From an optimization exercise on the open Yosys and OpenROAD flow, aimed at small area, a short achievable clock period and few clock cycles per item; shortcuts taken in it are not production practice. No run shown here included a check of the RTL's function; only the layout flow was run. Power is estimated from default activity; no workload was simulated.

## flow/design.v (module list and top-level ports; edited modules follow where they fit)
// module fpm: 1062 lines
// module fpm_fa: 4 lines
// module fpm_han: 4 lines
module fpm(
  input clk,
  input rst,
  input [31:0] number_in,
  input number_a_valid,
  output number_a_ready,
  input number_b_valid,
  output number_b_ready,
  output [31:0] number_out,
  output result_valid
);
  // ...
==> flow/run.sh <==
#!/bin/bash
# synth_recipe.tcl (not shown) runs the flow's synth.tcl, then flattens the netlist and writes it again
# the make line also repeats each setting of config.mk as NAME=value (left out here)
make -C /OpenROAD-flow-scripts/flow DESIGN_CONFIG=/design/flow/config.mk WORK_HOME=/design/flow/orfs CLKGATE_MAP_FILE= SYNTH_SCRIPT=/design/flow/synth_recipe.tcl finish
==> flow/config.mk <==
export PLATFORM = sky130hd
export DESIGN_NAME = fpm
export DESIGN_NICKNAME = fpm
export VERILOG_FILES = /design/flow/design.v
export SDC_FILE = /design/flow/constraint.sdc
export NUM_CORES = 4
export LEC_CHECK = 0
export CAP_MARGIN = 20
export CORE_MARGIN = 2
export CORE_UTILIZATION = 40
export SETUP_SLACK_MARGIN = 5
export SLEW_MARGIN = 20
export SYNTH_HIERARCHICAL = 1
==> flow/constraint.sdc <==
create_clock -name core_clock -period 9.0 [get_ports {clk}]
set_input_delay 1.8000 -clock core_clock [delete_from_list [all_inputs] [get_ports {clk}]]
set_output_delay 1.8000 -clock core_clock [all_outputs]
set_load 0.01 [all_outputs]
==> run summary, run 1 <==
post-CTS resize count = 3
maximum clock rate = 265 MHz
total gr overflow = 0
CP max-delay cell = edfxtp_1
mux cell area share after synthesis = 1.89%
top flop regs = tcn: 36 flops, tsn: 36 flops
met2 Resource Use GR = 34.3%
Layout area overhead = 11.5%
routed wl met3 = 3680 um
# fillers = 4796
setup TNS = 0 ns
htree depth = 1
Detail Route Antenna Nets = 0
maximum vdd ir drop = 0.234 mV
crit end category = flop
Post-synth EDFFs = 80
Tot GR Track Use = 20.8%
CTS root buffer = clkbuf_16
Routed wire per std cell = 19.4 um
FF-to-FF End = tcn[19]$_DFF_P_
Total Routed Length = 53800 um
Sw Ratio = 44.7%
WL met2 = 25000 um
Worst Reg-to-Reg Cells = 6
Comb power frac = 61.8%
most frequent cells in the layout = 443 x nand2_1, 273 x fa_1, 173 x dfxtp_1
status = finished clean
signal buffers share of area = 3.84%
CP required = 9.46 ns
P_seq = 1.95 mW
power share of the clock group = 15.1%
CTS clock-pin slew for the worst setup and hold paths = 0.06 ns
Design Power = 8.44 mW
Synth Register Bits = 255
n_taps = 672
==> run 2: changes to the inputs <==
==> flow/flow/run.sh (new file) <==
#!/bin/bash
set -euo pipefail
bash standard.sh SETUP_SLACK_MARGIN=5.5 finish > standard.log 2>&1
==> flow/standard.sh (new file) <==
#!/bin/bash
# synth_recipe.tcl (not shown) runs the flow's synth.tcl, then flattens the netlist and writes it again
# the make line also repeats each setting of config.mk as NAME=value (left out here)
make -C /OpenROAD-flow-scripts/flow DESIGN_CONFIG=/design/flow/config.mk WORK_HOME=/design/flow/orfs CLKGATE_MAP_FILE= SYNTH_SCRIPT=/design/flow/synth_recipe.tcl "${@:-finish}"
removed: flow/run.sh
==> run 2 against run 1 <==
Still clean on timing, DRC and antenna; first-iteration DRC count is 17% higher; combinational power is 6.3% higher; register-to-register slack better by 0.32 ns; worst setup slack better by 0.29 ns; clock power hardly changed; wire length is 1.6% higher; die area stayed put; core utilization is 1.9 points higher; global-route usage is 0.072 points lower; highest routed layer is now met5.
==> run summary, run 2 <==
Worst Hold Path Cells = 0
FF-to-FF End = tcn[23]$_DFF_P_
Post-Synthesis Cells = 2073
Ports = 71
Layout area overhead = 16.2%
Detail Route Antenna Nets = 0 (unchanged)
Clk Latency, worst-skew pair = 0.58 ns
Die Ht = 229 um
crit path DAT = 3.96 ns
Final Hold Viols = 0
pwr dens = 372 nW/um^2
share of synthesized flip-flops with an asynchronous set or reset = 0%
CTS Buffer Depth = 3
Synth area leaders = fa_1 27%, dfxtp_1 17%, edfxtp_1 12%
startpoint class of the critical path = input pin
Mapped Area = 20200 sq um
Design Power = 8.73 mW (+3.4%)
Unique masters post-synth = 84
slowest stage delay, CP = 0.53 ns
htree depth = 1 (unchanged)
CTS root buffer = clkbuf_16
main flop type after synthesis = dfxtp_1
GPL Wtd Cong = 0.887
top flop regs = tcn: 36 flops, tsn: 36 flops
Slew @ Worst Pin = 0.869 ns
maxcap violations = 0
worst-path cell chain = buf_8, or4_4, nor2_4, or2_4, ha_4, a21o_1, nand2_1, nor2_1, o21ai_1, nand2b_1, a21oi_2, nor2b_1, o21ai_1, a221o_1, and2_1
Post-synth EDFFs = 80 (unchanged)
Total Routed Length = 54600 um (+1.6%)
Final Cycle Share = 38.7%
most frequent cell on the critical path = o21ai_1
Worst Reg-to-Reg Cells = 8 (+2)
Mapped Nets = 2470
worst reg-to-reg setup slack = 5.54 ns
initial antenna violation count = 0
endpoints failing setup = 0
Rows = 82
vias in the first global route = 15800
Avg Cell Area, Syn = 9.73 sq um
type of the worst setup path = in2reg
top cells by count, synth = 444 x nand2_1, 273 x fa_1, 175 x dfxtp_1
Yosys warnings = 7
via count = 15400
clock net sink count = 255
RSZ-0062 raised after global routing = true
Pleak = 9.39 nW
Remaining DRCs = 0
CP max-delay cell = or4_4
CTS tree = built
ant diodes = 0
Iteration-0 DRC Markers = 1147
CTS Buf Count = 30
Die ar. = 52200 sq um
Routed wire per std cell = 19.1 um (-1.2%)
die width = 229 um
Hold/Removal Path Class = reg2reg
Slew HR = 41.7%
first-pass GRT wire length = 86100 um
total gr overflow = 0 (unchanged)
top-count cell post-synth = nand2_1
Worst Min Path Start = s2_s$_DFFE_PN_
Synth Register Bits = 255 (unchanged)
most frequent cells in the layout = 444 x nand2_1, 271 x fa_1, 168 x dfxtp_1
commonest non-fill, non-tap cell in the layout = nand2_1
Hold WS = 0.413 ns
dominant cell type by area after synthesis = fa_1
Initial Utilization = 40.4%
CP required = 9.48 ns (+0.02 ns)
Post-CTS Hold Fix Bufs = 0
hold endpoint = out[31]$_DFF_P_
maximum clock rate = 287 MHz (+8.4%)
Synth top area share = 27.1%
sequential share of the synthesized area = 29.3%
setup TNS = 0 ns (unchanged)
Port Buffers = 70
Final Max Tran Viols = 0
status = finished clean
proportion of layout cells with a drive suffix above 1 = 13.2%
Avg Vias per Cell = 5.38
Layout Nets = 2558
Tot GR Track Use = 20.7% (-0.072 points)
CTS clock-pin slew for the worst setup and hold paths = 0.06 ns (about the same)
min Tclk post-route = 3.49 ns
crit end category = flop
DRT Pass-1 Iters = 5
Core Region = 50000 sq um
Clock Skews = 0.0258 ns
maximum vdd ir drop = 0.219 mV (-6.8%)
# fillers = 4685 (-2.3%)
FF-to-FF Start = vx$_SDFF_PN0_
hpwl dp = 38800 um
largest net degree at the start of global routing = 64
highest net fanout along the worst path = 3
==> run 2: cell counts after synthesis <==
Identical to the previous run, type by type.
==> run 2: logic make-up (layout without fill, tap and decap cells) <==
kind of cell | count (synthesis) | in the layout | synth area share [%]
fa+ha+maj | 361 | 361 | 32.6
compound gates | 262 | 262 | 8.52
xor+xnor | 96 | 97 | 4.30
mux | 35 | 35 | 1.89
simple gates | 820 | 820 | 18.6
flops | 255 | 255 | 29.3
buf+inv | 244 | 355 | 4.85
==> run 2: cell type report <==
cell class / count / area, sq um / share of cell area [%]
sequential: 255 / 5930 / 25.3
clock inverter: 15 / 144 / 0.614
inverter: 133 / 499 / 2.13
multi-input combinational: 1575 / 13500 / 57.4
timing repair buffer: 166 / 1670 / 7.13
clock buffer: 41 / 905 / 3.86
tap: 672 / 841 / 3.59
==> run 2: how the worst max path moves through the flow <==
stage	from	endpoint	slack, ns	depth (start not counted)
6_report	number_in[24]	slow$_SDFF_PN0_	5.51	15
4_1_cts	vx$_SDFF_PN0_	tcn[23]$_DFF_P_	5.50	8
3_5_place_dp	number_in[24]	slow$_SDFF_PN0_	4.46	15
5_1_grt	number_in[24]	slow$_SDFF_PN0_	5.42	15
2_1_floorplan	number_in[25]	slow$_SDFF_PN0_	5.16	14
3_3_place_gp	number_in[24]	slow$_SDFF_PN0_	4.41	15
==> run 2: power by group <==
part	switching (mW)	internal, mW	total [mW]
Combinational	3.03	2.51	5.54
Clock	0.504	0.760	1.26
Sequential	0.326	1.60	1.92
==> run 2: modules after synthesis, one instance, submodules excluded <==
module   cell area (sq um)  times used  cells inside  flops+latches
fpm                  14600           1          1750            255
fpm_han               27.5          12             5              0
fpm_fa                20.0         263             1              0
==> run 2: worst max-delay path: cells and delay by family <==
family	cells	cell delay (ns)
fa+ha+maj	1	0.12
buf+inv	1	0.10
compound gates	5	0.65
simple gates	8	1.28
==> run 2: through the flow <==
step | util (%) | setup WS (ns) | instances | cell area, sq um
6_report | 46.9 | 5.51 | 2857 | 23400
5_1_grt | 46.9 | 5.42 | 2857 | 23400
4_1_cts | 46.4 | 5.50 | 2844 | 23200
3_5_place_dp | 42.8 | 4.46 | 2718 | 21400
3_3_place_gp | 42.8 | 4.41 | 2718 | 21400
2_1_floorplan | - | 5.16 | 2073 | 20200
==> run 2: routing by layer <==
| metal | share of wire, % | GRT usage, % | vias to the layer above | wire length (um) |
|---|---|---|---|---|
| met5 | 0.12 | 0.919 | - | 67 |
| met4 | 3.2 | 6.45 | 2 | 1730 |
| met3 | 7.6 | 4.29 | 134 | 4150 |
| met2 | 47 | 34.5 | 618 | 25500 |
| met1 | 42 | 27.0 | 7597 | 23200 |
| li1 | - | - | 7006 | - |
==> run 2: what timing repair did <==
item | CTS | global route
setup buffers | 69 | 13
setup endpoints to repair | 75 | 58
gates cloned | 1 | 0
resized for setup | 35 | 54
pin swaps | 7 | 19

[re-timing with driven ports]
Ports are ideal in the flow. The routed layouts listed here were re-timed in OpenROAD.
Step 1: set_driving_cell puts a clkbuf_16 on clk and a buf_2 on each other input, an assumption about the parent block.
Step 2 adds t to the input delays and takes it off the output delays; t is the mean of the earliest and latest rising clock arrival at the registers after step 1. Input paths then give back, and output paths get back, about the clock's delay inside the block.
a / b / c = ideal ports / drivers / drivers and shift; a / b = the first two.
| run | shift t [ns] | setup slack, ns | clock arrival spread, ns |
|---|---|---|---|
| run 1 | 0.631 | 5.220 / 5.220 / 4.696 | 0.017 / 0.017 |
| run 2 | 0.630 | 5.514 / 5.537 / 4.907 | 0.027 / 0.026 |
After both steps every run listed still meets setup and hold. For run 2, which loses most, drivers alone change the setup slack by +0.023 ns; drivers and shift together by -0.607 ns.
